Context: an optimization exercise on an open-source flow, tuned for small area, a short achievable clock period and few clock cycles. The choices shown serve that exercise and are no tape-out recipe.
Function was checked by simulation only, so behaviour that the tests miss may differ from the original.

==> flow/design.v (outline; a module is shown in full before it is edited, if it fits) <==
// module dot9: 1992 lines
// module PE: 67 lines
// module ring_buffer: 23 lines
// module control_unit: 109 lines
// module matrix_multiplier: 134 lines
module matrix_multiplier #(
    parameter N           = 8,
    parameter P           = 9,
    parameter M           = 10,
    parameter N_BIT_WIDTH = 3,
    parameter M_BIT_WIDTH = 4,
    parameter DATA_WIDTH  = 16,
    parameter ACCUM_WIDTH = 2*DATA_WIDTH + 1,
    parameter FIFO_SIZE   = 20
) (
    input wire clk,
    input wire rst_n,
    input wire fetch_stall,
    input wire data_stall,
    input wire pop_fifo,
    input wire start,
    input wire [P*DATA_WIDTH-1:0] mem_line,
    output wire [N_BIT_WIDTH-1:0]     n,
    output wire [M_BIT_WIDTH-1:0]     m,
    output wire fetch_row,
    output wire fetch_col,
    output wire [ACCUM_WIDTH-1:0] fifo_head,
    output wire fifo_empty,
    output wire fifo_full,
    output wire done,
    output wire err
);
  // ...
==> flow/run.sh <==
#!/bin/bash
# synth_recipe.tcl (not shown) runs the flow's synth.tcl, then flattens the netlist and writes it again
# the make line also repeats each setting of config.mk as NAME=value (left out here)
make -C /OpenROAD-flow-scripts/flow DESIGN_CONFIG=/design/flow/config.mk WORK_HOME=/design/flow/orfs CLKGATE_MAP_FILE= SYNTH_SCRIPT=/design/flow/synth_recipe.tcl finish
==> flow/config.mk <==
export PLATFORM = sky130hd
export DESIGN_NAME = matrix_multiplier
export DESIGN_NICKNAME = matrix_multiplier
export VERILOG_FILES = /design/flow/design.v
export SDC_FILE = /design/flow/constraint.sdc
export NUM_CORES = 4
export LEC_CHECK = 0
export ABC_AREA = 1
export CAP_MARGIN = 20
export CORE_MARGIN = 2
export CORE_UTILIZATION = 40
export SETUP_SLACK_MARGIN = 4.5
export SLEW_MARGIN = 20
==> flow/constraint.sdc <==
create_clock -name core_clock -period 9.0 [get_ports {clk}]
set_input_delay 1.8000 -clock core_clock [delete_from_list [all_inputs] [get_ports {clk}]]
set_output_delay 1.8000 -clock core_clock [all_outputs]
set_load 0.01 [all_outputs]
==> notes.md, run 1 <==
- The most numerous cell in the Yosys netlist is fa_1.
- The buffer and inverter count on the worst path is 5.
- The largest fanout on the critical path is 5.
- The HPWL after detailed placement is approximately 320000 um.
- The net total in the final layout is 11300.
- The final critical delay including setup and external delays is 4.55 ns.
- The layout sequential cell count is 1535.
- The number of antenna violations at the first check in global routing is 20.
- For the pin with the worst max-slew slack, the measured transition is 1.09 ns.
- The layout overhead on the synthesized area is 18.0%.
- For the worst-skew pair, the clock arrives at the later sink with an insertion delay of 0.89 ns.
- The multi-input combinational cells in the finished layout cover a total of around 58000 um2.
- The number of multi-input combinational cells in the layout is between 6000 and 7000.
- For met3 alone, demand over resource in global routing was between 6 and 7%.
- The multiplexer share of the synthesized area is 0.0291%.
- queue.fifo holds more flip-flops than any other register.
- The startpoint of the most critical hold path is pe.s1_v.
- The number of clock buffer instances in the layout is 217.
- The run finished with no timing, DRC or antenna violations.
- The number of logic inverters in the finished layout is around 1100.
- No sink is reached through more buffers than the 3 on the longest clock path.
- The largest family of logic cells by synthesized area is adder cells.
- The xor/xnor cell area share of the yosys netlist is around 10%.
- met2 is the most crowded layer.
- The count of synthesis-stage warnings from yosys is 5.
- Setup repair after global routing could not meet its margin everywhere.
- The synthesized area is slightly above 100000 um2.
- Dividing the detail-routed wire length by the instance count gives 32.0 um.
- Port buffering added between 150 and 200 buffers.
- The share of the synthesized area in the top cell type is around 33%.
- The post-cts resize count is 573.
- Measured on the final layout, the clock distribution area share stands at under 10%.
- The number of levels the H-tree was split into is 4.
- Counting every net in the synthesized netlist gives 10900.
- The average footprint of a synthesized cell is 10.9 um2.
- The beginning of the worst register-to-register path is pe.dot.rr[75].
- Based on the critical path, the design can be clocked at up to ~220 MHz.
- Counting tap cells, the placed design contains a total of 12600 instances.
- The clock sink count is about 1500.
- OpenSTA, run right after detailed placement, puts the worst setup slack at ~3.4 ns.
- The worst register-to-register path has a depth of 19.
- For the final database, setup skew stands at ~0.049 ns.
Testbench counts, summed over its fixed seeds: cycles 2,592.
==> run 2: changes to the inputs <==
--- a/flow/config.mk
+++ b/flow/config.mk
@@ -11,3 +11,3 @@
 export CORE_UTILIZATION = 40
-export SETUP_SLACK_MARGIN = 4.5
+export SETUP_SLACK_MARGIN = 4.0
 export SLEW_MARGIN = 20
==> run 2 against run 1 <==
Cell count shrank 3.3%; die area is the same; critical endpoint is now pe.dot.rr[178]; worst hold slack lost 0.0020 ns; clock-buffer cell count grew 2; register-to-register slack lost 0.44 ns.
==> notes.md, run 2 <==
- The filler cell count is about 24000.
- TritonCTS built the clock tree.
- The synthesized area was 103000 um2 (unchanged).
- The final layout contains routed wiring with a total length of a little over 400000 um.
- The number of levels the H-tree was split into is 4 (unchanged).
- The most numerous cell in the Yosys netlist is fa_1.
- The boundary pin count is slightly below 200.
- The transition time at the pin with the least slew margin came to 1.28 ns (+0.191 ns).
- Entering global routing, the biggest net connects ~180 pins.
- The largest fanout on the critical path is 18 (+13).
- For the worst setup path, the data arrival time is between 5 and 6 ns.
- The clock slew seen by the registers of the worst setup and hold paths is about 0.060 ns.
- The flow ran to the end and the layout has no timing, DRC or antenna violations.
- Yosys mapped the design onto 58 distinct sky130hd cell types.
- In this run, the number of DRC markers left after iteration 0 of detailed routing was around 9400.
- In this run the worst hold path is classified as reg -> reg.
- The post-route netlist has ~7.0% of its cells at a drive strength greater than 1.
- The number of buffers added to fix hold violations after cts is 0.
- Max-cap violations in this run came to 0.
- The average footprint of a synthesized cell is 10.9 um2 (unchanged).
- The layout overhead on the synthesized area is 11.5%.
- The most instantiated flip-flop cell in the synthesis netlist is edfxtp_1.
- The number of buffers on the longest clock path is 3 (unchanged).
- Global routing consumed, on the met1 layer, about 41% of the routing resources.
- The portion of the post-synthesis area used by sequential elements is about 41%.
- The synthesis-stage register bit count is about 1500.
- The highest clock frequency the design can meet is 200 MHz (-8.8%).
- The number of antenna violations at the first check in global routing is 14 (-30%).
- In this run the remaining antenna-violating nets after routing total 0.
- The horizontal extent of the die is 512 um.
- The critical path data required time is between 9 and 10 ns.
- The number of hold violations in the final report is 0.
- The largest registers in the layout are queue.fifo x660, pe.dot.rr x200.
- The final critical delay including setup and external delays is 4.99 ns (+0.440 ns).
- The kind of end point of the critical path is a flop.
- The area occupied by multi-input gates is 55600 um2 (-4.4%).
- The weighted congestion reported at the end of routability-driven placement is 1.11.
- The clock sink count is 1535 (unchanged).
- Setup repair after global routing left no endpoint under its margin.
- The die height is about 510 um.
- Global routing consumed, on the met2 layer, 47.5% of the routing resources.
- The setup TNS is 0 ns.
- By startpoint and endpoint, the worst setup path is classified as reg -> reg.
- The setup clock skew after layout is 0.0690 ns (+0.0200 ns).
- Clock tree synthesis inserted a total of 170 buffers.
- In the synthesized netlist the async set-or-reset flop fraction comes to between 4 and 5%.
- After global routing, the most crowded layer is met2.
- The remaining max-slew budget at the tightest pin is 13.6%.
- The net total in the final layout is 10900 (-3.8%).
- The clock insertion delay at the later pin of the skew report was 0.87 ns (-0.02 ns).
- After layout, the worst path uses a little under three fifths of the clock period.
- Leaving out fill and tap cells, the most frequent cell in the layout is fa_1.
- The total overflow left after global routing is 0.
- The count of synthesis-stage warnings from yosys is 5 (unchanged).
- The sequential cells in the finished layout cover a total of 42300 um2.
- The starting utilization of the core area is 40.2%.
- The via density per instance is around 5.8.
- The placeable core region is roughly 260000 um2.
- The worst setup path is launched from a flop.
- The die covers approximately 260000 um2.
- Ranked by total cell area, the synthesized netlist is headed by edfxtp_1 33%, fa_1 24%, xor2_1 9.9%.
- Before antenna repair, the detailed router went through 6 iterations.
- The HPWL after detailed placement is 314000 um (-0.32%).
- The routed length per placed instance is 32.1 um (+0.40%).
- Synthesis handed over a netlist of roughly 9400 instances.
- In the synthesized netlist, the cells that appear most often are 1232 x fa_1, 1169 x xor2_1, 1148 x nand2_1.
- Summing over every cut layer, the via total after detailed routing is ~75000.
- The floorplan has roughly 190 rows.
- The fraction of the core area covered by cells at the end of the flow is between 40% and 50%.
- The remaining design rule violation count is 0.
- Leaving out fill and tap cells, the most frequent cells in the layout are 1228 x fa_1, 1159 x xor2_1, 1125 x edfxtp_1, 1120 x nand2_1, 1111 x o22ai_1.
- The first-pass GRT wire length is 572000 um.
- The number of pins exceeding their max-slew limit in the final report came to 0.
- The share of the synthesized area in the top cell type is 32.7% (unchanged).
- The number of flip-flops in the largest register is 660.
- Setup violations remaining at the end of the flow were counted as 0.
- The met3 layer usage reported by global route is 6.60% (-0.27 points).
- The net count after synthesis is 10900 (unchanged).
- The number of global-route vias before repair is 72800.
- The count of buffers inserted at the top-level ports is 195 (unchanged).
- The register with the most flip-flops in the final layout is queue.fifo.
- Yosys mapped a number of flops with a built-in enable equal to around 1100.
- The library cell occupying the most area in the post-synthesis netlist is edfxtp_1.
- Across every metal layer, demand over resource in global routing totals around 31%.
- In this run the clock root is driven by a clkbuf_16.
==> run 2: path summary, 6_finish.rpt <==
check	from	endpoint	slack (ns)	depth (start not counted)
max	pe.col[139]	pe.dot.rr[178]	4.01	10
min reg2reg	pe.s1_j[2]	pe.res_j[2]	0.37	0
max reg2reg	pe.col[139]	pe.dot.rr[178]	4.01	10
min	pe.s1_j[2]	pe.res_j[2]	0.37	0
min in group asynchronous	rst_n	space[2]	1.04	1
max in group asynchronous	rst_n	hp1[1]	7.28	1
==> run 2: logic make-up after synthesis <==
logic type               share of synthesized area (%)
AO/OA/AOI/OAI                                     11.2
AND/OR/NAND/NOR                                   6.96
buffers and inverters                             5.99
flip-flops                                        41.0
adder cells (fa/ha/maj)                           24.8
XOR/XNOR                                          10.0
multiplexers                                    0.0291
==> run 2: timing repair <==
action	in CTS	in global routing
pin swaps	1	12
resized for setup	56	135
endpoints found under the setup margin	266	360
setup buffers	3	31
cloned	1	4
==> run 2: cell type report <==
class / instances / share of cell area [%]
antenna: 4 / 0.00869
clock inverter: 97 / 0.991
timing repair buffer: 339 / 2.76
multi-input combinational: 6304 / 48.3
inverter: 1063 / 3.54
timing repair inverter: 1 / 0.00652
clock buffer: 219 / 4.00
tap: 3384 / 3.68
sequential: 1535 / 36.7
==> run 2: metal layers <==
layer  vias to the layer above  part of all wire (%)
met3                       935                   9.3
met1                     38200                    39
li1                      31500                     -
met4                        14                   7.7
met5                         -                 0.021
met2                      4282                    44
==> run 2: critical path, cell delays in order, from the launching register on <==
cell	delay, ns
edfxtp_1	0.60
inv_2	0.32
o21ai_2	0.58
o22ai_1	0.19
xor2_1	0.69
fa_1	0.58
fa_1	0.48
fa_1	0.42
fa_1	0.54
inv_1	0.05
fa_1	0.43
==> run 2: stage by stage <==
step	worst slack [ns]	hold WS, ns	instances	cell area (um2)
finish	4.01	0.370	12900	115000
global route	3.98	0.390	12900	115000
CTS	3.99	0.375	12900	114000
detailed placement	3.13	0.363	12600	108000
global placement	3.20	0.362	12600	108000
floorplan	2.79	0.354	9449	103000
==> run 3: changes to the inputs <==
==> flow/flow/run.sh (new file) <==
#!/bin/bash
# The standard layout (standard synthesis unchanged), with two changes to
# placement and repair: the port buffers are buf_4 cells instead of the
# default delay-buffer cells, and the resizer may swap a cell for any cell of
# the same function (not only one of the same footprint).
set -euo pipefail
bash standard.sh \
    "BUFFER_PORTS_ARGS=-buffer_cell sky130_fd_sc_hd__buf_4" \
    MATCH_CELL_FOOTPRINT=0 \
    finish > standard_flow.log 2>&1
==> flow/standard.sh (new file) <==
#!/bin/bash
# synth_recipe.tcl (not shown) runs the flow's synth.tcl, then flattens the netlist and writes it again
# the make line also repeats each setting of config.mk as NAME=value (left out here)
make -C /OpenROAD-flow-scripts/flow DESIGN_CONFIG=/design/flow/config.mk WORK_HOME=/design/flow/orfs CLKGATE_MAP_FILE= SYNTH_SCRIPT=/design/flow/synth_recipe.tcl "${@:-finish}"
--- a/flow/config.mk
+++ b/flow/config.mk
@@ -10,4 +10,4 @@
 export CORE_MARGIN = 2
-export CORE_UTILIZATION = 40
-export SETUP_SLACK_MARGIN = 4.0
+export CORE_UTILIZATION = 55
+export SETUP_SLACK_MARGIN = 4.5
 export SLEW_MARGIN = 20
removed: flow/run.sh
==> run 3 against run 2 <==
Cell count is 4.6% lower; sequential share of layout area is 1.1 points lower; worst setup slack better by 0.43 ns; synthesized cell count stayed put; clock skew is 0.0045 ns higher; critical path depth is 7 higher; global-route usage is 11 points higher; worst hold slack better by 0.0065 ns; core utilization is 19 points higher; sequential cell count stayed put; highest routed layer unchanged.
==> notes.md, run 3 <==
- The share of layout cells above drive strength 1 was 16.0% (+9.0 points).
- The setup slack after placement is 3.50 ns (+0.372 ns).
- The count of synthesis-stage warnings from yosys is 5 (unchanged).
- The xor/xnor cell area share of the yosys netlist came to 10.0% (unchanged).
- The aggregate routed wire length is 410000 um (-1.5%).
- The number of maximum-capacitance violations is 0 (unchanged).
- The fraction of the core area covered by cells at the end of the flow came to 63.5% (+19 points).
- edfxtp_1 takes more of the synthesized area than any other cell.
- The starting utilization of the core area is 55.2% (+15 points).
- The synthesis-stage register bit count came to 1535 (unchanged).
- The initial DRC count is 11100 (+19%).
- For this run, the leading register cell type out of synthesis is edfxtp_1.
- The synthesized-area fraction occupied by and/or/nand/nor cells is 6.96% (unchanged).
- The net total in the final layout was 11200 (+2.8%).
- The share of flip-flops with an asynchronous set or reset came to 4.30% (unchanged).
- The largest family of logic cells by synthesized area is adder cells.
- The type of the setup path with the least slack is reg -> reg.
- The largest fanout on the critical path is 5 (-13).
- The setup violation total in the final timing report came to 0 (unchanged).
- The area of the die is 191000 um2 (-27%).
- The final worst setup slack came to 4.44 ns (+0.433 ns).
- The portion of the post-synthesis area used by sequential elements was 41.0% (unchanged).
- The HPWL after detailed placement is 303000 um (-3.6%).
- The count of TritonRoute iterations in the first routing pass is 7 (+1).
- The die height is 437 um (-15%).
- The net count after synthesis was 10900 (unchanged).
- The number of clock buffers inserted by TritonCTS is 157 (-7.6%).
- The number of antenna violations at the first check in global routing is 4 (-10).
- The layout overhead on the synthesized area is 15.0%.
- After global routing, the most crowded layer is met2.
- The number of flip-flops in the largest register is 660 (unchanged).
- The remaining max-slew budget at the tightest pin was 18.9% (+5.3 points).
- The via density per instance is 6.24 (+7.7%).
- The number of buffers on the longest clock path was 3 (unchanged).
- The clock slew seen by the registers of the worst setup and hold paths came to 0.06 ns (about the same).
- By area the synthesized netlist is led by edfxtp_1 33%, fa_1 24%, xor2_1 9.9%.
- The first-pass GRT wire length is 563000 um (-1.6%).
- The average footprint of a synthesized cell is 10.9 um2 (unchanged).
- The synthesized area is 103000 um2 (unchanged).
- The highest clock frequency the design can meet was 219 MHz (+9.5%).
- The multiplexer share of the synthesized area was 0.0291% (unchanged).
- The number of instances in the synthesized netlist was 9449 (unchanged).
- The placeable core region is 187000 um2 (-27%).
- The number of placement rows came to 159 (-15%).
- The clock tree from TritonCTS is done.
- By count the netlist is led by 1232 x fa_1, 1169 x xor2_1, 1148 x nand2_1.
- The number of enable-type register cells in the synthesized netlist is 1125 (unchanged).
- The all-layer global routing usage came to 42.3% (+11 points).
- The boundary pin count is 196 (unchanged).
- The horizontal extent of the die came to 437 um (-15%).
- Setup repair after global routing could not meet its margin everywhere.
- The number of unique standard cell types used by synthesis is 58 (unchanged).
- Leaving out fill and tap cells, the most frequent cells in the layout are 1135 x xor2_1, 1125 x edfxtp_1, 1107 x o22ai_1, 1084 x fa_1, 1025 x nand2_1.
- The share of the synthesized area in the top cell type is 32.7% (unchanged).
- The critical path data required time came to 9.58 ns (-0.15 ns).
- The number of buffers added to fix hold violations after cts is 0 (unchanged).
- The number of pins exceeding their max-slew limit in the final report was 0 (unchanged).
- The sort of element at the start of the critical path is a flop.
- The met1 track demand over resource in global routing was 55.0% (+14 points).
- The flow ran to the end and the layout has no timing, DRC or antenna violations.
- The transition time at the pin with the least slew margin is 1.22 ns (-0.0654 ns).
- The routed length per placed instance is 33.2 um (+3.2%).
- The library cell used as clock root buffer is clkbuf_16.
- The remaining number of nets flagged by the antenna check after routing is 0 (unchanged).
- The final critical delay including setup and external delays is 4.56 ns (-0.433 ns).
- The clock sink count is 1535 (unchanged).
- The met2 routing resource usage after global routing is 63.2% (+16 points).
- The number of global-route vias before repair was 73700 (+1.1%).
- The met3 layer usage reported by global route came to 11.3% (+4.7 points).
- The largest registers in the layout are queue.fifo x660, pe.dot.rr x200.
- The min-delay analysis places its worst path in the category reg -> reg.
- The number of levels the H-tree was split into is 4 (unchanged).
- The setup TNS is 0 ns (unchanged).
- The most common cell after layout, fill and taps aside is xor2_1.
- The setup clock skew after layout was 0.0735 ns (+0.00450 ns).
- The number of hold violations in the final report is 0 (unchanged).
- The remaining design rule violation count came to 0 (unchanged).
- The adder-cell area share of the yosys netlist is 24.8% (unchanged).
- The compound-cell area share of the yosys netlist came to 11.2% (unchanged).
- The final global-route overflow total is 0 (unchanged).
- The weighted congestion reported at the end of routability-driven placement is 1.13 (+2.4%).
- The most common cell in the synthesized netlist is fa_1.
- The worst path arrival time is 5.14 ns (-0.58 ns).
- The kind of end point of the critical path is a flop.
- The largest register by flop count is queue.fifo.
- The largest net degree at the start of global routing came to 150 (-18%).
- The count of buffers inserted at the top-level ports is 195 (unchanged).
- The total vias in the final route is 77100 (+2.8%).
- The ratio of final minimum period to clock period was 50.6% (-4.8 points).
- The clock insertion delay at the later pin of the skew report came to 0.89 ns (+0.02 ns).
-- run 3: changes by cell type in the layout (fill, tap and decap cells not counted), sizes merged, moves of 7 or more --
cell | before | now
xor2 | 1170 | 1177
and2 | 5 | 14
clkbuf | 221 | 208
inv | 1069 | 1025
clkinv | 61 | 94
buf | 144 | 625
clkinvlp | 16 | 26
clkdlybuf4s50 | 192 | 0
-- run 3: what timing repair did --
item | CTS | global route
buffers inserted | 187 | 149
gates resized for setup | 581 | 405
gates cloned | 23 | 15
pin swaps | 89 | 103
setup endpoints to repair | 576 | 484
-- run 3: layout make-up --
cell class / count / area, um2
Antenna cell: 3 / 7.51
Clock buffer: 205 / 4220
Clock inverter: 88 / 1210
Fill cell: 14900 / 68400
Inverter: 1063 / 4390
Multi-Input combinational cell: 6326 / 58100
Sequential cell: 1535 / 42300
Tap cell: 2495 / 3120
Timing Repair Buffer: 628 / 5320
Timing Repair inverter: 12 / 87.6
-- run 3: path summary, 6_finish.rpt --
check                               startpoint           endpoint  slack [ns]  cells past startpoint
worst max register to register  pe.dot.rr[100]  queue.fifo[9][26]        4.44                     17
worst min-delay path                pe.s1_last        pe.res_last        0.38                      0
worst max-delay path            pe.dot.rr[100]  queue.fifo[9][26]        4.44                     17
min in group asynchronous                rst_n    controller.n[1]        1.05                      1
worst min register to register      pe.s1_last        pe.res_last        0.38                      0
max in group asynchronous                rst_n             hp1[1]        7.30                      1
-- run 3: critical path: stages, from the launching register on --
cell and delay (ns):
dfxtp_2 0.32, fa_1 0.55, inv_2 0.04, fa_2 0.53, fa_2 0.44, fa_2 0.53
inv_1 0.06, ha_4 0.27, ha_4 0.20, nand2_1 0.07, nand2_2 0.06, o21bai_4 0.19
a21oi_2 0.13, nand2_2 0.13, a21oi_4 0.18, o21bai_4 0.10, or2_4 0.27, and2_4 0.20
-- run 3: stage by stage --
| stage | area, um2 | hold WS (ns) | std cells |
|---|---|---|---|
| floorplan | 103000 | 0.354 | 9449 |
| global placement | 107000 | 0.360 | 11700 |
| detailed placement | 107000 | 0.364 | 11700 |
| CTS | 116000 | 0.377 | 12200 |
| global route | 119000 | 0.391 | 12400 |
| finish | 119000 | 0.376 | 12400 |
-- run 3: kinds of logic (layout without fill, tap and decap cells) --
kind of cell             after synthesis  count (layout)
buffers and inverters               1611            1996
other                                  0               3
adder cells (fa/ha/maj)             1308            1308
flip-flops                          1535            1535
multiplexers                           3               3
AND/OR/NAND/NOR                     1832            1841
XOR/XNOR                            1184            1197
AO/OA/AOI/OAI                       1976            1977
-- run 3: metal layers --
layer / vias up / share of wire [%]
met4: 6 / 8.4
met3: 1059 / 11
met2: 5107 / 44
li1: 32200 / -
met5: - / 0.056
met1: 38700 / 36
==> run 4: changes to the inputs <==
--- a/flow/config.mk
+++ b/flow/config.mk
@@ -10,3 +10,3 @@
 export CORE_MARGIN = 2
-export CORE_UTILIZATION = 55
+export CORE_UTILIZATION = 40
 export SETUP_SLACK_MARGIN = 4.5
==> run 4 against run 3 <==
Still clean on timing, DRC and antenna; clock-buffer cell count grew 8; cell count grew 7.8%; worst setup slack gained 0.019 ns; wire length grew 5.9%; clock skew shrank 0.017 ns; die area grew 37%.
==> notes.md, run 4 <==
- The highest clock frequency the design can meet is 220 MHz (+0.43%).
- The number of buffers added to fix hold violations after cts was 0 (unchanged).
- The signal on the critical path passes through fa_1, inv_2, fa_2, fa_2, inv_2, fa_1, fa_1, ha_4, nand2_4, inv_2, nand2_2, nand2_2, a21oi_2, nand3_4, buf_6, a31oi_4, xnor2_4, buf_12, nand2_4, o21ai_2.
- The remaining design rule violation count is 0 (unchanged).
- The worst setup path is launched from a flop.
- The share of layout cells above drive strength 1 came to 16.6% (+0.58 points).
- The die height was 512 um (+17%).
- The net count after synthesis is 10900 (unchanged).
- The final design area excluding fillers is 121000 um2 (+1.5%).
- The number of global-route vias before repair is 74700 (+1.4%).
- The compound-cell area share of the yosys netlist is 11.2% (unchanged).
- The largest fanout on the critical path is 8 (+3).
- The xor/xnor cell area share of the yosys netlist is 10.0% (unchanged).
- The count of buffers inserted at the top-level ports is 195 (unchanged).
- The number of pins exceeding their max-slew limit in the final report is 0 (unchanged).
- The final global-route overflow total is 0 (unchanged).
- The worst path arrival time is 5.13 ns (about the same).
- The count of TritonRoute iterations in the first routing pass is 6 (-1).
- The remaining max-slew budget at the tightest pin is 28.2% (+9.4 points).
- The path type of the worst min-delay path is reg -> reg.
- The transition time at the pin with the least slew margin came to 1.08 ns (-0.140 ns).
- The number of enable-type register cells in the synthesized netlist is 1125 (unchanged).
- The share of flip-flops with an asynchronous set or reset is 4.30% (unchanged).
- The synthesized-area fraction occupied by and/or/nand/nor cells came to 6.96% (unchanged).
- The maximum single-stage delay on the critical path came to 0.55 ns (about the same).
- The HPWL after detailed placement is 321000 um (+6.1%).
- The clock slew seen by the registers of the worst setup and hold paths is 0.06 ns (about the same).
- The all-layer global routing usage is 32.3% (-9.9 points).
- The total vias in the final route was 76800 (-0.35%).
- The horizontal extent of the die came to 512 um (+17%).
- The boundary pin count is 196 (unchanged).
- The adder-cell area share of the yosys netlist is 24.8% (unchanged).
- By count the netlist is led by 1232 x fa_1, 1169 x xor2_1, 1148 x nand2_1.
- The multiplexer share of the synthesized area is 0.0291% (unchanged).
- Setup repair after global routing could not meet its margin everywhere.
- The number of antenna violations at the first check in global routing is 10 (+6).
- The largest registers in the layout are queue.fifo x660, pe.dot.rr x200.
- The number of clock buffers inserted by TritonCTS is 169 (+7.6%).
- The number of levels the H-tree was split into is 4 (unchanged).
- The slowest cell on the critical path is fa_1.
- The buffer and inverter count on the worst path is 5 (+3).
- The library cell occupying the most area in the post-synthesis netlist is edfxtp_1.
- The flow ran to the end and the layout has no timing, DRC or antenna violations.
- The portion of the post-synthesis area used by sequential elements is 41.0% (unchanged).
- The setup clock skew after layout is 0.0562 ns (-0.0173 ns).
- The number of flip-flops in the largest register is 660 (unchanged).
- The layout overhead on the synthesized area is 16.7%.
- The weighted congestion reported at the end of routability-driven placement is 1.08 (-4.4%).
- The most numerous cell in the Yosys netlist is fa_1.
- The first-pass GRT wire length was 594000 um (+5.5%).
- The clock sink count was 1535 (unchanged).
- The number of maximum-capacitance violations is 0 (unchanged).
- The via density per instance is 5.77 (-7.5%).
- The largest register by flop count is queue.fifo.
- The area of the die is 262000 um2 (+37%).
- The setup TNS was 0 ns (unchanged).
- The area occupied by multi-input gates is 58100 um2 (about the same).
- The placeable core region was 257000 um2 (+37%).
- On the critical path the largest part of the delay comes from adder cells.
- The count of synthesis-stage warnings from yosys was 5 (unchanged).
- The number of buffers on the longest clock path is 3 (unchanged).
- The instance area at placement is 108000 um2 (+1.1%).
- The library cell used as clock root buffer is clkbuf_16.
- The synthesized area is 103000 um2 (unchanged).
- The number of instances in the synthesized netlist was 9449 (unchanged).
- In the post-synthesis netlist, the biggest area contributors are edfxtp_1 33%, fa_1 24%, xor2_1 9.9%.
- The number of unique standard cell types used by synthesis is 58 (unchanged).
- The most instantiated flip-flop cell in the synthesis netlist is edfxtp_1.
- The largest family of logic cells by synthesized area is adder cells.
- The synthesis-stage register bit count is 1535 (unchanged).
- The critical path data required time came to 9.59 ns (about the same).
- The number of placement rows is 186 (+17%).
- The initial DRC count is 10200 (-8.4%).
- The fraction of the core area covered by cells at the end of the flow is 46.9% (-17 points).
- The largest net degree at the start of global routing came to 198 (+32%).
- The library cells used most frequently in the layout, excluding fill and tap cells, are 1125 x edfxtp_1, 1122 x xor2_1, 1108 x o22ai_1, 1081 x fa_1, 1021 x nand2_1.
- The starting utilization of the core area is 40.2% (-15 points).
- The net total in the final layout is 11200 (+0.53%).
- The average footprint of a synthesized cell came to 10.9 um2 (unchanged).
- TritonCTS built the clock tree.
- The type of the setup path with the least slack is reg -> reg.
- The number of hold violations in the final report is 0 (unchanged).
- The worst hold slack after final layout was 0.373 ns (-0.00284 ns).
- The aggregate routed wire length is 434000 um (+5.9%).
- The final critical delay including setup and external delays is 4.54 ns (-0.0195 ns).
- The remaining number of nets flagged by the antenna check after routing came to 0 (unchanged).
- The area taken by flip-flops and latches is 42300 um2 (about the same).
- The clock insertion delay at the later pin of the skew report is 0.87 ns (-0.02 ns).
- The setup violation total in the final timing report is 0 (unchanged).
- The kind of end point of the critical path is a flop.
- The ratio of final minimum period to clock period was 50.4% (-0.22 points).
- The most common cell after layout, fill and taps aside is edfxtp_1.
- The routed length per placed instance is 32.6 um (-1.8%).
- The share of the synthesized area in the top cell type is 32.7% (unchanged).
- The filler cell count is 23500 (+58%).
-- run 4: path summary, 6_finish.rpt --
path,startpoint,endpoint,slack (ns),cells past startpoint
max in group asynchronous,rst_n,hp1[1],7.30,1
worst max register to register,pe.dot.rr[72],queue.head[25],4.46,20
worst min register to register,pe.s1_j[2],pe.res_j[2],0.37,0
min in group asynchronous,rst_n,controller.n[1],1.03,1
worst min-delay path,pe.s1_j[2],pe.res_j[2],0.37,0
worst max-delay path,pe.dot.rr[72],queue.head[25],4.46,20
-- run 4: logic make-up after synthesis --
family                   count (synthesis)
AO/OA/AOI/OAI                         1976
XOR/XNOR                              1184
adder cells (fa/ha/maj)               1308
buffers and inverters                 1611
flip-flops                            1535
multiplexers                             3
AND/OR/NAND/NOR                       1832
-- run 4: cell type report --
type	count	area share [%]
clock buffers	213	3.81
diodes	6	0.0125
repair inverters	11	0.0685
flip-flops and latches	1535	35.1
inverters	1063	3.66
repair buffers	679	4.64
well taps	3384	3.51
clock inverters	102	0.990
multi-input cells	6323	48.2
-- run 4: per-stage QoR --
stage	setup WS (ns)	std cells
finish	4.46	13300
global route	4.33	13300
CTS	4.37	13100
detailed placement	3.45	12600
global placement	3.52	12600
floorplan	4.46	9449
-- run 4: layer usage --
layer,global-route usage [%],vias to the layer above,part of all wire (%)
li1,-,32300,-
met4,21.0,0,8.2
met2,49.1,4372,44
met1,43.0,39200,39
met3,5.40,916,8.5
met5,0,-,0
-- run 4: what timing repair did --
action,4_1_cts,5_1_grt
setup buffers,174,194
gates resized for setup,615,395
cloned,21,16
endpoints found under the setup margin,550,449
pin swaps,86,126
==> module control_unit, before the edit <==
module control_unit (
    input  wire       clk,
    input  wire       rst_n,
    input  wire       start,
    input  wire       fetch_stall,
    input  wire       data_stall,
    input  wire [4:0] space,         
    input  wire       col_busy,      
    output wire       fetch_row,
    output wire       fetch_col,
    output logic [2:0] n,
    output logic [3:0] m,
    output wire       ans_row0,
    output wire       ans_row1,
    output wire       ans_col,
    output logic      grp_pair,      
    output logic      grp_last,      
    output wire [4:0] reserve,       
    output logic [3:0] ans_j         
);
    logic       busy;        
    logic       pend;        
    logic [1:0] pk;          
    logic [1:0] ph;          
    logic [3:0] wait_cnt;    
    logic       two;         
    logic       prer;        
    wire answer  = pend & ~data_stall & ~(pk[1] & col_busy);
    wire mem_ok  = ~pend | answer;
    assign ans_row0 = answer & (pk == 2'd0);
    assign ans_row1 = answer & (pk == 2'd1);
    assign ans_col  = answer & (pk == 2'd2);
    wire first_col = (m == 4'd0);
    wire room1     = (space <= 5'd19);
    wire room11    = (space <= 5'd9);
    wire two_rows  = two;    
    wire go_pair   = two_rows & room11;
    wire go_single = room1 & (~two_rows | (wait_cnt == 4'd15));
    wire col_ok    = first_col ? (go_pair | go_single) : (room1 | prer);
    wire stuck     = busy & (ph == 2'd2) & ~first_col & grp_pair & ~room1;
    wire drop      = stuck & (wait_cnt == 4'd15);
    wire want_row  = busy & (ph != 2'd2);
    wire want_col  = busy & (ph == 2'd2) & col_ok;
    assign fetch_row = want_row & mem_ok & ~fetch_stall;
    assign fetch_col = want_col & mem_ok & ~fetch_stall;
    wire pair_now  = first_col ? go_pair : grp_pair;
    assign reserve = drop ? 5'd0 - {1'b0, m} :
                     ~fetch_col ? 5'd0 : first_col ? (go_pair ? 5'd11 : 5'd1) : prer ? 5'd0 : 5'd1;
    always_ff @(posedge clk, negedge rst_n) begin
        if (~rst_n) begin
            busy     <= 1'b0;
            pend     <= 1'b0;
            pk       <= 2'd0;
            ph       <= 2'd0;
            n        <= 3'd0;
            m        <= 4'd0;
            grp_pair <= 1'b0;
            grp_last <= 1'b0;
            wait_cnt <= 4'd0;
            two      <= 1'b0;
            prer     <= 1'b0;
            ans_j    <= 4'd0;
        end else begin
            if (answer) pend <= 1'b0;
            if (start) begin
                busy     <= 1'b1;
                ph       <= 2'd0;
                n        <= 3'd0;
                m        <= 4'd0;
                wait_cnt <= 4'd0;
            end else if (fetch_row) begin
                pend <= 1'b1;
                pk   <= {1'b0, ph[0]};
                if (ph == 2'd0) two <= (n != 3'd7);
                if (ph == 2'd0 && n != 3'd7) begin
                    ph <= 2'd1;
                    n  <= n + 3'd1;
                end else begin
                    ph <= 2'd2;
                end
            end else if (fetch_col) begin
                pend <= 1'b1;
                pk   <= 2'd2;
                ans_j <= m;
                wait_cnt <= 4'd0;
                if (first_col) begin
                    prer     <= 1'b0;
                    grp_pair <= go_pair;
                    grp_last <= (n == 3'd7) & (go_pair | ~two_rows);
                end
                if (m == 4'd9) begin
                    m  <= 4'd0;
                    ph <= 2'd0;
                    if (n == 3'd7 & (pair_now | ~two_rows)) busy <= 1'b0;
                    else if (pair_now) n <= n + 3'd1;
                end else begin
                    m <= m + 4'd1;
                end
            end else if (drop) begin
                grp_pair <= 1'b0;
                grp_last <= 1'b0;
                prer     <= 1'b1;
                wait_cnt <= 4'd0;
            end else if (busy & (ph == 2'd2) & ((first_col & ~col_ok) | stuck)) begin
                if (wait_cnt != 4'd15) wait_cnt <= wait_cnt + 4'd1;
            end
        end
    end
endmodule
==> module matrix_multiplier, before the edit <==
module matrix_multiplier #(
    parameter N           = 8,
    parameter P           = 9,
    parameter M           = 10,
    parameter N_BIT_WIDTH = 3,
    parameter M_BIT_WIDTH = 4,
    parameter DATA_WIDTH  = 16,
    parameter ACCUM_WIDTH = 2*DATA_WIDTH + 1,
    parameter FIFO_SIZE   = 20
) (
    input wire clk,
    input wire rst_n,
    input wire fetch_stall,
    input wire data_stall,
    input wire pop_fifo,
    input wire start,
    input wire [P*DATA_WIDTH-1:0] mem_line,
    output wire [N_BIT_WIDTH-1:0]     n,
    output wire [M_BIT_WIDTH-1:0]     m,
    output wire fetch_row,
    output wire fetch_col,
    output wire [ACCUM_WIDTH-1:0] fifo_head,
    output wire fifo_empty,
    output wire fifo_full,
    output wire done,
    output wire err
);
    wire       ans_row0, ans_row1, ans_col;
    wire [3:0] ans_j;
    wire       grp_pair, grp_last;
    wire [4:0] reserve;
    wire       col_busy;
    logic [4:0] cnt;       
    logic [4:0] space;     
    logic [4:0] hp;        
    logic [4:0] hp1;       
    logic       empty_r, full_r;
    logic       bsel;      
    logic       done_r, err_r;
    control_unit controller (
        .clk         (clk),
        .rst_n       (rst_n),
        .start       (start),
        .fetch_stall (fetch_stall),
        .data_stall  (data_stall),
        .space       (space),
        .col_busy    (col_busy),
        .fetch_row   (fetch_row),
        .fetch_col   (fetch_col),
        .n           (n),
        .m           (m),
        .ans_row0    (ans_row0),
        .ans_row1    (ans_row1),
        .ans_col     (ans_col),
        .grp_pair    (grp_pair),
        .grp_last    (grp_last),
        .reserve     (reserve),
        .ans_j       (ans_j)
    );
    wire        res_v, res_r, res_pair, res_last;
    wire [3:0]  res_j;
    wire [34:0] res;
    PE pe (
        .clk      (clk),
        .rst_n    (rst_n),
        .mem_line (mem_line),
        .ans_row0 (ans_row0),
        .ans_row1 (ans_row1),
        .ans_col  (ans_col),
        .ans_j    (ans_j),
        .grp_pair (grp_pair),
        .grp_last (grp_last),
        .col_busy (col_busy),
        .res_v    (res_v),
        .res_r    (res_r),
        .res_j    (res_j),
        .res_pair (res_pair),
        .res_last (res_last),
        .res      (res)
    );
    wire [4:0] wslot = {1'b0, res_j} + (((bsel ^ res_r) == 1'b1) ? 5'd10 : 5'd0);
    ring_buffer #(
        .DATA_WIDTH (ACCUM_WIDTH),
        .FIFO_SIZE  (FIFO_SIZE)
    ) queue (
        .clk   (clk),
        .we    (res_v),
        .wslot (wslot),
        .wdata (res[ACCUM_WIDTH-1:0]),
        .hslot (hp),
        .rslot (hp1),
        .pop   (pop),
        .head  (fifo_head)
    );
    assign fifo_empty = empty_r;
    assign fifo_full  = full_r;
    assign done       = done_r;
    assign err        = err_r;
    wire pop  = pop_fifo & ~fifo_empty;
    wire row9 = (res_j == 4'd9);
    wire [4:0] vis = ~res_v ? 5'd0 : ~res_r ? 5'd1 : row9 ? 5'd10 : 5'd0;
    wire [4:0] cnt_n = cnt + vis - {4'd0, pop};
    wire ovf = (res[34:32] != 3'b000) & (res[34:32] != 3'b111);
    always_ff @(posedge clk, negedge rst_n) begin
        if (~rst_n) begin
            cnt    <= 5'd0;
            empty_r <= 1'b1;
            full_r <= 1'b0;
            space  <= 5'd0;
            hp     <= 5'd0;
            hp1    <= 5'd1;
            bsel   <= 1'b0;
            done_r <= 1'b0;
            err_r  <= 1'b0;
        end else begin
            cnt   <= cnt_n;
            empty_r <= (cnt_n == 5'd0);
            full_r  <= (cnt_n == 5'd20);
            space <= space + reserve - {4'd0, pop};
            if (pop) begin
                hp  <= hp1;
                hp1 <= (hp1 == 5'd19) ? 5'd0 : hp1 + 5'd1;
            end
            if (res_v & ~res_pair & row9) bsel <= ~bsel;
            if (start) begin
                done_r <= 1'b0;
                err_r  <= 1'b0;
            end else begin
                if (res_v & res_last & row9 & (res_r == res_pair)) done_r <= 1'b1;
                if (res_v & ovf) err_r <= 1'b1;
            end
        end
    end
endmodule
==> run 5: changes to the inputs <==
--- a/flow/design.v
+++ b/flow/design.v
@@ -2094,2 +2094,3 @@
     input  wire [4:0] space,         
+    input  wire [4:0] space_n,       
     input  wire       col_busy,      
@@ -2130,4 +2131,5 @@
     wire want_col  = busy & (ph == 2'd2) & col_ok;
-    assign fetch_row = want_row & mem_ok & ~fetch_stall;
-    assign fetch_col = want_col & mem_ok & ~fetch_stall;
+    logic row_idle, row_wait, col_idle, col_wait;
+    assign fetch_row = ~fetch_stall & (row_idle | (row_wait & ~data_stall));
+    assign fetch_col = ~fetch_stall & (col_idle | (col_wait & ~data_stall));
     wire pair_now  = first_col ? go_pair : grp_pair;
@@ -2135,2 +2137,63 @@
                      ~fetch_col ? 5'd0 : first_col ? (go_pair ? 5'd11 : 5'd1) : prer ? 5'd0 : 5'd1;
+    logic       busy_n, pend_n, grp_pair_n, grp_last_n, two_n, prer_n;
+    logic [1:0] pk_n, ph_n;
+    logic [2:0] n_n;
+    logic [3:0] m_n, wait_cnt_n, ans_j_n;
+    always_comb begin
+        busy_n = busy; pend_n = pend; pk_n = pk; ph_n = ph; n_n = n; m_n = m;
+        grp_pair_n = grp_pair; grp_last_n = grp_last; wait_cnt_n = wait_cnt;
+        two_n = two; prer_n = prer; ans_j_n = ans_j;
+        if (answer) pend_n = 1'b0;
+        if (start) begin
+            busy_n     = 1'b1;
+            ph_n       = 2'd0;
+            n_n        = 3'd0;
+            m_n        = 4'd0;
+            wait_cnt_n = 4'd0;
+        end else if (fetch_row) begin
+            pend_n = 1'b1;
+            pk_n   = {1'b0, ph[0]};
+            if (ph == 2'd0) two_n = (n != 3'd7);
+            if (ph == 2'd0 && n != 3'd7) begin
+                ph_n = 2'd1;
+                n_n  = n + 3'd1;
+            end else begin
+                ph_n = 2'd2;
+            end
+        end else if (fetch_col) begin
+            pend_n     = 1'b1;
+            pk_n       = 2'd2;
+            ans_j_n    = m;
+            wait_cnt_n = 4'd0;
+            if (first_col) begin
+                prer_n     = 1'b0;
+                grp_pair_n = go_pair;
+                grp_last_n = (n == 3'd7) & (go_pair | ~two_rows);
+            end
+            if (m == 4'd9) begin
+                m_n  = 4'd0;
+                ph_n = 2'd0;
+                if (n == 3'd7 & (pair_now | ~two_rows)) busy_n = 1'b0;
+                else if (pair_now) n_n = n + 3'd1;
+            end else begin
+                m_n = m + 4'd1;
+            end
+        end else if (drop) begin
+            grp_pair_n = 1'b0;
+            grp_last_n = 1'b0;
+            prer_n     = 1'b1;
+            wait_cnt_n = 4'd0;
+        end else if (busy & (ph == 2'd2) & ((first_col & ~col_ok) | stuck)) begin
+            if (wait_cnt != 4'd15) wait_cnt_n = wait_cnt + 4'd1;
+        end
+    end
+    wire col_busy_n  = ans_col & grp_pair;        
+    wire room1_n     = (space_n <= 5'd19);
+    wire room11_n    = (space_n <= 5'd9);
+    wire go_pair_nx  = two_n & room11_n;
+    wire go_single_nx = room1_n & (~two_n | (wait_cnt_n == 4'd15));
+    wire col_ok_n    = (m_n == 4'd0) ? (go_pair_nx | go_single_nx) : (room1_n | prer_n);
+    wire want_row_n  = busy_n & (ph_n != 2'd2);
+    wire want_col_n  = busy_n & (ph_n == 2'd2) & col_ok_n;
+    wire blocked_n   = pk_n[1] & col_busy_n;
     always_ff @(posedge clk, negedge rst_n) begin
@@ -2149,46 +2212,23 @@
             ans_j    <= 4'd0;
+            row_idle <= 1'b0;
+            row_wait <= 1'b0;
+            col_idle <= 1'b0;
+            col_wait <= 1'b0;
         end else begin
-            if (answer) pend <= 1'b0;
-            if (start) begin
-                busy     <= 1'b1;
-                ph       <= 2'd0;
-                n        <= 3'd0;
-                m        <= 4'd0;
-                wait_cnt <= 4'd0;
-            end else if (fetch_row) begin
-                pend <= 1'b1;
-                pk   <= {1'b0, ph[0]};
-                if (ph == 2'd0) two <= (n != 3'd7);
-                if (ph == 2'd0 && n != 3'd7) begin
-                    ph <= 2'd1;
-                    n  <= n + 3'd1;
-                end else begin
-                    ph <= 2'd2;
-                end
-            end else if (fetch_col) begin
-                pend <= 1'b1;
-                pk   <= 2'd2;
-                ans_j <= m;
-                wait_cnt <= 4'd0;
-                if (first_col) begin
-                    prer     <= 1'b0;
-                    grp_pair <= go_pair;
-                    grp_last <= (n == 3'd7) & (go_pair | ~two_rows);
-                end
-                if (m == 4'd9) begin
-                    m  <= 4'd0;
-                    ph <= 2'd0;
-                    if (n == 3'd7 & (pair_now | ~two_rows)) busy <= 1'b0;
-                    else if (pair_now) n <= n + 3'd1;
-                end else begin
-                    m <= m + 4'd1;
-                end
-            end else if (drop) begin
-                grp_pair <= 1'b0;
-                grp_last <= 1'b0;
-                prer     <= 1'b1;
-                wait_cnt <= 4'd0;
-            end else if (busy & (ph == 2'd2) & ((first_col & ~col_ok) | stuck)) begin
-                if (wait_cnt != 4'd15) wait_cnt <= wait_cnt + 4'd1;
-            end
+            busy     <= busy_n;
+            pend     <= pend_n;
+            pk       <= pk_n;
+            ph       <= ph_n;
+            n        <= n_n;
+            m        <= m_n;
+            grp_pair <= grp_pair_n;
+            grp_last <= grp_last_n;
+            wait_cnt <= wait_cnt_n;
+            two      <= two_n;
+            prer     <= prer_n;
+            ans_j    <= ans_j_n;
+            row_idle <= want_row_n & ~pend_n;
+            row_wait <= want_row_n & pend_n & ~blocked_n;
+            col_idle <= want_col_n & ~pend_n;
+            col_wait <= want_col_n & pend_n & ~blocked_n;
         end
@@ -2230,2 +2270,3 @@
     wire       col_busy;
+    wire [4:0] space_n;
     logic [4:0] cnt;       
@@ -2244,2 +2285,3 @@
         .space       (space),
+        .space_n     (space_n),
         .col_busy    (col_busy),
@@ -2300,2 +2342,3 @@
     wire [4:0] cnt_n = cnt + vis - {4'd0, pop};
+    assign space_n = space + reserve - {4'd0, pop};
     wire ovf = (res[34:32] != 3'b000) & (res[34:32] != 3'b111);
@@ -2316,3 +2359,3 @@
             full_r  <= (cnt_n == 5'd20);
-            space <= space + reserve - {4'd0, pop};
+            space <= space_n;
             if (pop) begin
--- a/flow/config.mk
+++ b/flow/config.mk
@@ -10,3 +10,3 @@
 export CORE_MARGIN = 2
-export CORE_UTILIZATION = 40
+export CORE_UTILIZATION = 55
 export SETUP_SLACK_MARGIN = 4.5
==> run 5 against run 4 <==
Still clean on timing, DRC and antenna; fmax fell by 3.3%; die area fell by 27%; sequential cell count rose by 4; core utilization rose by 17 points; clock skew rose by 0.0044 ns; cell count fell by 7.4%; critical endpoint is now err_r; largest cell class unchanged; highest routed layer is now met5.
==> notes.md, run 5 <==
- The flow ran to the end and the layout has no timing, DRC or antenna violations.
- The synthesized area came to 103000 um2 (about the same).
- The portion of the post-synthesis area used by sequential elements was 41.0% (+0.078 points).
- For this design, the slowest cell found on the critical path is fa_1.
- The die height is 438 um (-15%).
- The largest registers in the layout are queue.fifo x660, pe.dot.rr x200.
- The setup clock skew after layout is 0.0606 ns (+0.00439 ns).
- The count of buffers inserted at the top-level ports came to 195 (unchanged).
- In this run the critical register-to-register path is captured at err_r.
- The highest clock frequency the design can meet is 213 MHz (-3.3%).
- The total vias in the final route is 78100 (+1.7%).
- The path type of the worst min-delay path is reg -> reg.
- The net total in the final layout is 11200 (-0.80%).
- The setup TNS came to 0 ns (unchanged).
- The number of placement rows is 159 (-15%).
- The clock sink count is 1539 (+0.26%).
- The remaining design rule violation count came to 0 (unchanged).
- The share of layout cells above drive strength 1 is 16.0% (-0.55 points).
- The number of clock buffers inserted by TritonCTS came to 158 (-6.5%).
- The startpoint of the most critical setup path is pe.dot.rr[85].
- The critical path goes through fa_1, inv_1, fa_1, fa_2, fa_2, fa_1, inv_2, ha_4, nand2_4, nor2_4, inv_2, nor4_4, nand3_1, nand3_2, nand3b_1, nand3_4, a21oi_2.
- The most numerous cell in the Yosys netlist is o22ai_1.
- The instance count after placement with tap cells included came to 11600 (-7.7%).
- STA classifies the critical path endpoint as a flop.
- The top cell types in the final layout, fill and taps aside, are 1232 x o22ai_1, 1140 x xor2_1, 1125 x edfxtp_1, 1116 x fa_1, 963 x inv_1.
- The average footprint of a synthesized cell is 11.0 um2 (+0.73%).
- The maximum single-stage delay on the critical path is 0.61 ns (+0.06 ns).
- The share of the synthesized area in the top cell type is 32.7% (about the same).
- The weighted congestion reported at the end of routability-driven placement was 1.14 (+5.3%).
- The number of levels the H-tree was split into is 4 (unchanged).
- Compared with the post-synthesis result, the final layout area differs by 15.2%.
- The initial DRC count is 11500 (+13%).
- The termination of the worst setup path is err_r.
- The area of the die is 191000 um2 (-27%).
- The library cell used most frequently in the layout, excluding fill and tap cells, is o22ai_1.
- The startpoint identified for the worst hold timing path is pe.s1_j[1].
- The remaining number of nets flagged by the antenna check after routing is 0 (unchanged).
- The number of standard cells in the final layout excluding fillers is 12300 (-7.4%).
- The number of pins exceeding their max-slew limit in the final report is 0 (unchanged).
- The number of flip-flops in the largest register is 660 (unchanged).
- The clock slew seen by the registers of the worst setup and hold paths is 0.07 ns (about the same).
- The critical path data required time is 9.77 ns (+0.18 ns).
- The transition time at the pin with the least slew margin is 1.00 ns (-0.0722 ns).
- The commonest cells after synthesis are 1233 x o22ai_1, 1232 x fa_1, 1171 x xor2_1.
- The final global-route overflow total is 0 (unchanged).
- The HPWL after detailed placement came to 300000 um (-6.6%).
- The all-layer global routing usage was 42.5% (+10 points).
- By instance count, the cell type seen most on the critical path is fa_1.
- The number of enable-type register cells in the synthesized netlist is 1125 (unchanged).
- The horizontal extent of the die is 438 um (-15%).
- The number of global-route vias before repair is 73700 (-1.3%).
- The synthesis-stage register bit count is 1539 (+0.26%).
- The routed length per placed instance is 33.5 um (+2.8%).
- The final worst setup slack is 4.31 ns (-0.156 ns).
- The count of synthesis-stage warnings from yosys came to 5 (unchanged).
- The net count after synthesis is 10800 (-0.59%).
- The sort of element at the start of the critical path is a flop.
- The most instantiated flip-flop cell in the synthesis netlist is edfxtp_1.
- The number of unique standard cell types used by synthesis is 58 (unchanged).
- The ratio of final minimum period to clock period came to 52.1% (+1.7 points).
- The number of buffers added to fix hold violations after cts is 0 (unchanged).
- The boundary pin count is 196 (unchanged).
- The share of flip-flops with an asynchronous set or reset came to 4.55% (+0.25 points).
- The number of buffers on the longest clock path is 3 (unchanged).
- The worst register-to-register path begins at pe.dot.rr[85].
- By area the synthesized netlist is led by edfxtp_1 33%, fa_1 24%, xor2_1 9.9%.
- The aggregate routed wire length is 413000 um (-4.9%).
- The remaining max-slew budget at the tightest pin is 33.0% (+4.7 points).
- The starting utilization of the core area came to 55.2% (+15 points).
- Setup repair after global routing could not meet its margin everywhere.
- The largest net degree at the start of global routing is 136 (-31%).
- The synthesized design spends more area on one cell type than any other, namely edfxtp_1.
- The via density per instance is 6.33 (+9.8%).
- The number of instances in the synthesized netlist is 9385 (-0.68%).
- The setup violation total in the final timing report is 0 (unchanged).
- The depth of the most critical reg-to-reg path was 17 (-15%).
- The number of hold violations in the final report is 0 (unchanged).
- The final critical delay including setup and external delays came to 4.69 ns (+0.156 ns).
- TritonCTS built the clock tree.
- The placeable core region is 187000 um2 (-27%).
- The first-pass GRT wire length came to 567000 um (-4.7%).
- The setup slack after placement is 3.49 ns (+0.0425 ns).
- By startpoint and endpoint, the worst setup path is classified as reg -> reg.
- The number of antenna violations at the first check in global routing is 10 (unchanged).
- The number of maximum-capacitance violations was 0 (unchanged).
- The fraction of the core area covered by cells at the end of the flow is 63.6% (+17 points).
- The count of TritonRoute iterations in the first routing pass is 8 (+2).
- The largest fanout on the critical path is 4 (-4).
- CTS placed an instance of clkbuf_16 at the clock tree root.
- Counting flops per register, the top entry is queue.fifo.
- The clock insertion delay at the later pin of the skew report is 0.86 ns (about the same).
- The worst hold slack after final layout came to 0.374 ns (+0.000759 ns).
- The register-to-register setup slack is 4.31 ns (-0.16 ns).
- The worst path arrival time is 5.47 ns (+0.34 ns).
==> run 5: changes by cell type in the layout (fill, tap and decap cells not counted), moves of 13 or more <==
cell      delta
xor2_2      -13
nand2_1    -131
buf_4       -36
fa_1        +35
o22ai_1    +124
o21ai_1     -26
o21ai_4     +14
xor2_1      +18
fa_2        -35
o21ai_0     -97
clkbuf_1    +15
==> run 5: per-stage QoR <==
step                      area (um2)
after global placement        107000
after floorplan               103000
after CTS                     116000
after global routing          119000
after detailed placement      107000
final                         119000
==> run 5: layout make-up <==
type / count / area (um2)
clock buffers: 215 / 4370
diodes: 4 / 10.0
inverters: 1085 / 4500
clock inverters: 79 / 1000
repair buffers: 663 / 5670
repair inverters: 6 / 40.0
fillers: 14700 / 68100
flip-flops and latches: 1539 / 42400
multi-input cells: 6239 / 57900
well taps: 2495 / 3120
==> run 5: repair_timing <==
item                       in CTS  in global routing
cloned                         18                 19
gates resized for setup       593                384
pin swaps                      82                 80
setup buffers                 179                188
setup endpoints to repair     533                453
hold endpoints to repair        0                  0
==> run 5: cell families after synthesis <==
logic type / count (synthesis) / share of synthesized area, %
flip-flops: 1539 / 41.0
XOR/XNOR: 1186 / 10.0
AO/OA/AOI/OAI: 1996 / 11.5
AND/OR/NAND/NOR: 1721 / 6.57
buffers and inverters: 1635 / 6.10
adder cells (fa/ha/maj): 1308 / 24.8
==> run 5: worst max-delay path: cells and delay by family (launching register included) <==
kind	cells	cell delay [ns]
and+or+nand+nor	7	1.24
buffers and inverters	3	0.20
AOI/OAI and AO/OA	1	0.15
DFF	1	0.36
adders and majority gates	6	2.66
==> run 5: worst min-delay path by stage <==
stage | slack, ns | depth (start not counted) | end
floorplan | 0.35 | 0 | pe.res_r
global placement | 0.36 | 0 | pe.res_j[0]
detailed placement | 0.36 | 0 | pe.res_j[1]
CTS | 0.38 | 0 | pe.res_j[1]
global route | 0.39 | 0 | pe.res_v
finish | 0.37 | 0 | pe.res_j[1]
==> run 5: metal layers <==
metal  global-route usage (%)  up-vias  wire [um]
li1                         -    32200          -
met1                     55.9    39300     151000
met2                     63.1     5398     179000
met3                     10.6     1192      46100
met4                     27.4       10      36100
met5                        0        -         66
Testbench counts of run 5, summed over its fixed seeds: cycles 2,592.
==> run 6: changes to the inputs <==
--- a/flow/config.mk
+++ b/flow/config.mk
@@ -11,2 +11,3 @@
 export CORE_UTILIZATION = 55
+export CTS_BUF_LIST = sky130_fd_sc_hd__clkbuf_4 sky130_fd_sc_hd__clkbuf_8
 export SETUP_SLACK_MARGIN = 4.5
==> run 6 against run 5 <==
Global-route usage is 0.14 points higher; sequential share of layout area is 0.16 points higher; largest cell class unchanged; clock-buffer cell count is 171 higher; die area stayed put; wire length hardly changed; final area is 0.45% lower.
==> notes.md, run 6 <==
- Counting flops per register, the top entry is queue.fifo.
- The number of enable-type register cells in the synthesized netlist came to 1125 (unchanged).
- The number of levels the H-tree was split into is 5 (+1).
- The first-pass GRT wire length is 569000 um (+0.49%).
- The initial DRC count is 11100 (-3.6%).
- The number of hold violations in the final report is 0 (unchanged).
- The family with the most delay on the worst path is adder cells.
- The net count after synthesis was 10800 (unchanged).
- The horizontal extent of the die is 438 um (unchanged).
- The most common cell after layout, fill and taps aside is o22ai_1.
- The instance count after placement with tap cells included came to 11600 (unchanged).
- The worst register-to-register path begins at pe.dot.rr[85].
- The count of TritonRoute iterations in the first routing pass was 6 (-2).
- Clock tree synthesis selected as its root buffer the cell clkbuf_8.
- The number of buffers added to fix hold violations after cts is 0 (unchanged).
- The largest fanout on the critical path is 5 (+1).
- The buffer and inverter count on the worst path is 2 (-1).
- The cell depth of the worst setup path is 16 (-1).
- The remaining design rule violation count is 0 (unchanged).
- The clock sink count was 1539 (unchanged).
- The routed length per placed instance is 33.1 um (-1.1%).
- The number of antenna violations at the first check in global routing is 10 (unchanged).
- The number of standard cells in the final layout excluding fillers is 12500 (+1.2%).
- Sorting the synthesized cells by area gives the leading types as edfxtp_1 33%, fa_1 24%, xor2_1 9.9%.
- The clock insertion delay at the later pin of the skew report is 1.08 ns (+0.22 ns).
- The setup violation total in the final timing report is 0 (unchanged).
- STA classifies the critical path endpoint as a flop.
- The depth of the most critical reg-to-reg path is 16 (-1).
- The count of buffers inserted at the top-level ports is 195 (unchanged).
- The critical path ends at queue.head[31].
- The net total in the final layout came to 11200 (+0.75%).
- The setup clock skew after layout was 0.105 ns (+0.0440 ns).
- The average footprint of a synthesized cell is 11.0 um2 (unchanged).
- Sorting the synthesized cells by how often they occur yields 1233 x o22ai_1, 1232 x fa_1, 1171 x xor2_1.
- The share of the synthesized area in the top cell type is 32.7% (unchanged).
- The number of global-route vias before repair is 74800 (+1.5%).
- The weighted congestion reported at the end of routability-driven placement is 1.14 (unchanged).
- In this run the critical register-to-register path is captured at queue.head[31].
- The number of pins exceeding their max-slew limit in the final report is 0 (unchanged).
- The number of clock buffers inserted by TritonCTS is 275 (+74%).
- The number of unique standard cell types used by synthesis is 58 (unchanged).
- The all-layer global routing usage is 42.6% (+0.14 points).
- The total vias in the final route was 78500 (+0.50%).
- The tightest min-delay check is of the reg -> reg type.
- The synthesized area is 103000 um2 (unchanged).
- The filler cell count is 14800 (+0.77%).
- The final critical delay including setup and external delays is 4.62 ns (-0.0777 ns).
- The sort of element at the start of the critical path is a flop.
- The worst path arrival time was 5.39 ns (-0.08 ns).
- The largest net degree at the start of global routing was 136 (unchanged).
- The via density per instance is 6.29 (-0.64%).
- The number of buffers on the longest clock path came to 4 (+1).
- The number of flip-flops in the largest register is 660 (unchanged).
- Setup repair after global routing could not meet its margin everywhere.
- The worst hold slack after final layout was 0.379 ns (+0.00481 ns).
- The library cell occupying the most area in the post-synthesis netlist is edfxtp_1.
- The placeable core region is 187000 um2 (unchanged).
- The area of the die came to 191000 um2 (unchanged).
- In the final layout, the registers with the most flip-flops are queue.fifo x660, pe.dot.rr x200.
- The remaining number of nets flagged by the antenna check after routing is 0 (unchanged).
- The critical path data required time is 9.78 ns (about the same).
- The setup TNS is 0 ns (unchanged).
- The number of placement rows is 159 (unchanged).
- The HPWL after detailed placement is 300000 um (unchanged).
- The count of synthesis-stage warnings from yosys is 5 (unchanged).
- The slowest cell on the critical path is fa_1.
- The maximum single-stage delay on the critical path came to 0.61 ns (about the same).
- The share of flip-flops with an asynchronous set or reset is 4.55% (unchanged).
- The fraction of the core area covered by cells at the end of the flow is 63.3% (-0.29 points).
- The area occupied by multi-input gates is 57800 um2 (-0.26%).
- Traced cell by cell, the critical path runs through fa_1, inv_1, fa_1, fa_2, fa_2, fa_1, inv_2, ha_4, a21oi_4, o21ai_2, a21oi_2, nor2_1, a211oi_2, nand3_2, nand3_2, o21ai_2.
- The cell repeated most along the worst path is fa_1.
- The number of instances in the synthesized netlist is 9385 (unchanged).
- The die height is 438 um (unchanged).
- The portion of the post-synthesis area used by sequential elements came to 41.0% (unchanged).
- The most instantiated flip-flop cell in the synthesis netlist is edfxtp_1.
- The number of maximum-capacitance violations is 0 (unchanged).
- The startpoint of the most critical setup path is pe.dot.rr[85].
- The clock tree from TritonCTS is done.
- The transition time at the pin with the least slew margin was 0.954 ns (-0.0508 ns).
- The synthesis-stage register bit count is 1539 (unchanged).
- The share of layout cells above drive strength 1 is 17.1% (+1.1 points).
- The clock slew seen by the registers of the worst setup and hold paths is 0.06 ns (about the same).
- The run finished with no timing, DRC or antenna violations.
- By instance count, the leading cell after synthesis is o22ai_1.
- The area taken by flip-flops and latches is 42400 um2 (about the same).
- The type of the setup path with the least slack is reg -> reg.
- The highest clock frequency the design can meet is 217 MHz (+1.7%).
- The final design area excluding fillers is 119000 um2 (-0.45%).
- The library cells used most frequently in the layout, excluding fill and tap cells, are 1230 x o22ai_1, 1145 x xor2_1, 1131 x fa_1, 1125 x edfxtp_1, 965 x inv_1.
- The final global-route overflow total is 0 (unchanged).
- The starting utilization of the core area is 55.2% (unchanged).
- The remaining max-slew budget at the tightest pin is 36.4% (+3.4 points).
- The register-to-register setup slack is 4.38 ns (+0.08 ns).
- Relative to the synthesized area, the layout overhead comes to 14.7%.
- The boundary pin count is 196 (unchanged).
- The instance area at placement is 107000 um2 (unchanged).
- The ratio of final minimum period to clock period is 51.3% (-0.86 points).
- The aggregate routed wire length was 413000 um (about the same).
## run 6: kinds of logic (layout without fill, tap and decap cells)
family,count (synthesis),in the layout,synth area share (%)
AO/OA/AOI/OAI,1996,1996,11.5
AND/OR/NAND/NOR,1721,1737,6.57
buffers and inverters,1635,2189,6.10
flip-flops,1539,1539,41.0
adder cells (fa/ha/maj),1308,1308,24.8
XOR/XNOR,1186,1197,10.0
other,0,6,0
## run 6: metal layers
metal | vias up | track usage (%) | part of all wire (%)
li1 | 32400 | - | -
met1 | 39400 | 55.6 | 37
met2 | 5393 | 62.8 | 43
met3 | 1227 | 11.1 | 11
met4 | 8 | 28.8 | 8.9
met5 | - | 0 | 0.014
## run 6: layout make-up
cell class / count / area share [%]
clock buffer: 386 / 3.99
clock inverter: 81 / 0.439
antenna: 6 / 0.0127
timing repair buffer: 632 / 4.58
multi-input combinational: 6238 / 48.7
tap: 2495 / 2.63
sequential: 1539 / 35.8
inverter: 1085 / 3.78
timing repair inverter: 5 / 0.0296
## run 6: timing repair
action | CTS | global route
endpoints found under the setup margin | 528 | 396
hold endpoints to repair | 0 | 0
gates cloned | 19 | 13
gates resized for setup | 598 | 328
pin swaps | 98 | 75
setup buffers | 180 | 159
## run 6: worst min-delay path by stage
stage          startpoint           to  slack (ns)  depth (start not counted)
3_3_place_gp   pe.s1_j[0]  pe.res_j[0]        0.36                          0
3_5_place_dp   pe.s1_j[1]  pe.res_j[1]        0.36                          0
5_1_grt           pe.s1_v     pe.res_v        0.39                          0
2_1_floorplan     pe.s1_r     pe.res_r        0.35                          0
4_1_cts           pe.s1_v     pe.res_v        0.38                          0
6_report          pe.s1_v     pe.res_v        0.38                          0
## run 6: per-stage QoR
step / setup WS, ns
3_3_place_gp: 3.52
6_report: 4.38
2_1_floorplan: 4.46
5_1_grt: 4.26
4_1_cts: 4.43
3_5_place_dp: 3.49

[re-timing with driven ports]
In the flow no input, the clock included, has a driving cell. The finished layouts below were timed again as built, in two steps. Step 1: set_driving_cell puts a clkbuf_16 on clk and a buf_2 on each other input, an assumption about the parent block. Step 2 moves the port delays by t, midway between the first and last clock arrival at a register: inputs arrive t later, outputs are due t later. That takes back most of the time a late clock gives input paths. Slacks: ideal / step 1 / step 2; pairs: ideal / step 1.
run	shift t [ns]	setup WS [ns]	latest minus earliest clock arrival (ns)
run 1	0.969	4.451 / 4.451 / 3.638	0.058 / 0.058
run 2	0.936	4.011 / 4.011 / 3.679	0.070 / 0.070
run 3	0.950	4.444 / 4.444 / 4.108	0.076 / 0.076
run 4	0.944	4.463 / 4.463 / 4.463	0.056 / 0.056
run 5	0.934	4.307 / 4.307 / 4.065	0.064 / 0.063
run 6	1.115	4.385 / 4.385 / 3.985	0.130 / 0.130
After both steps setup and hold are still met in every run listed. The setup slack of run 1, which loses most, moves by 0.000 ns with the drivers and by -0.813 ns with both steps.
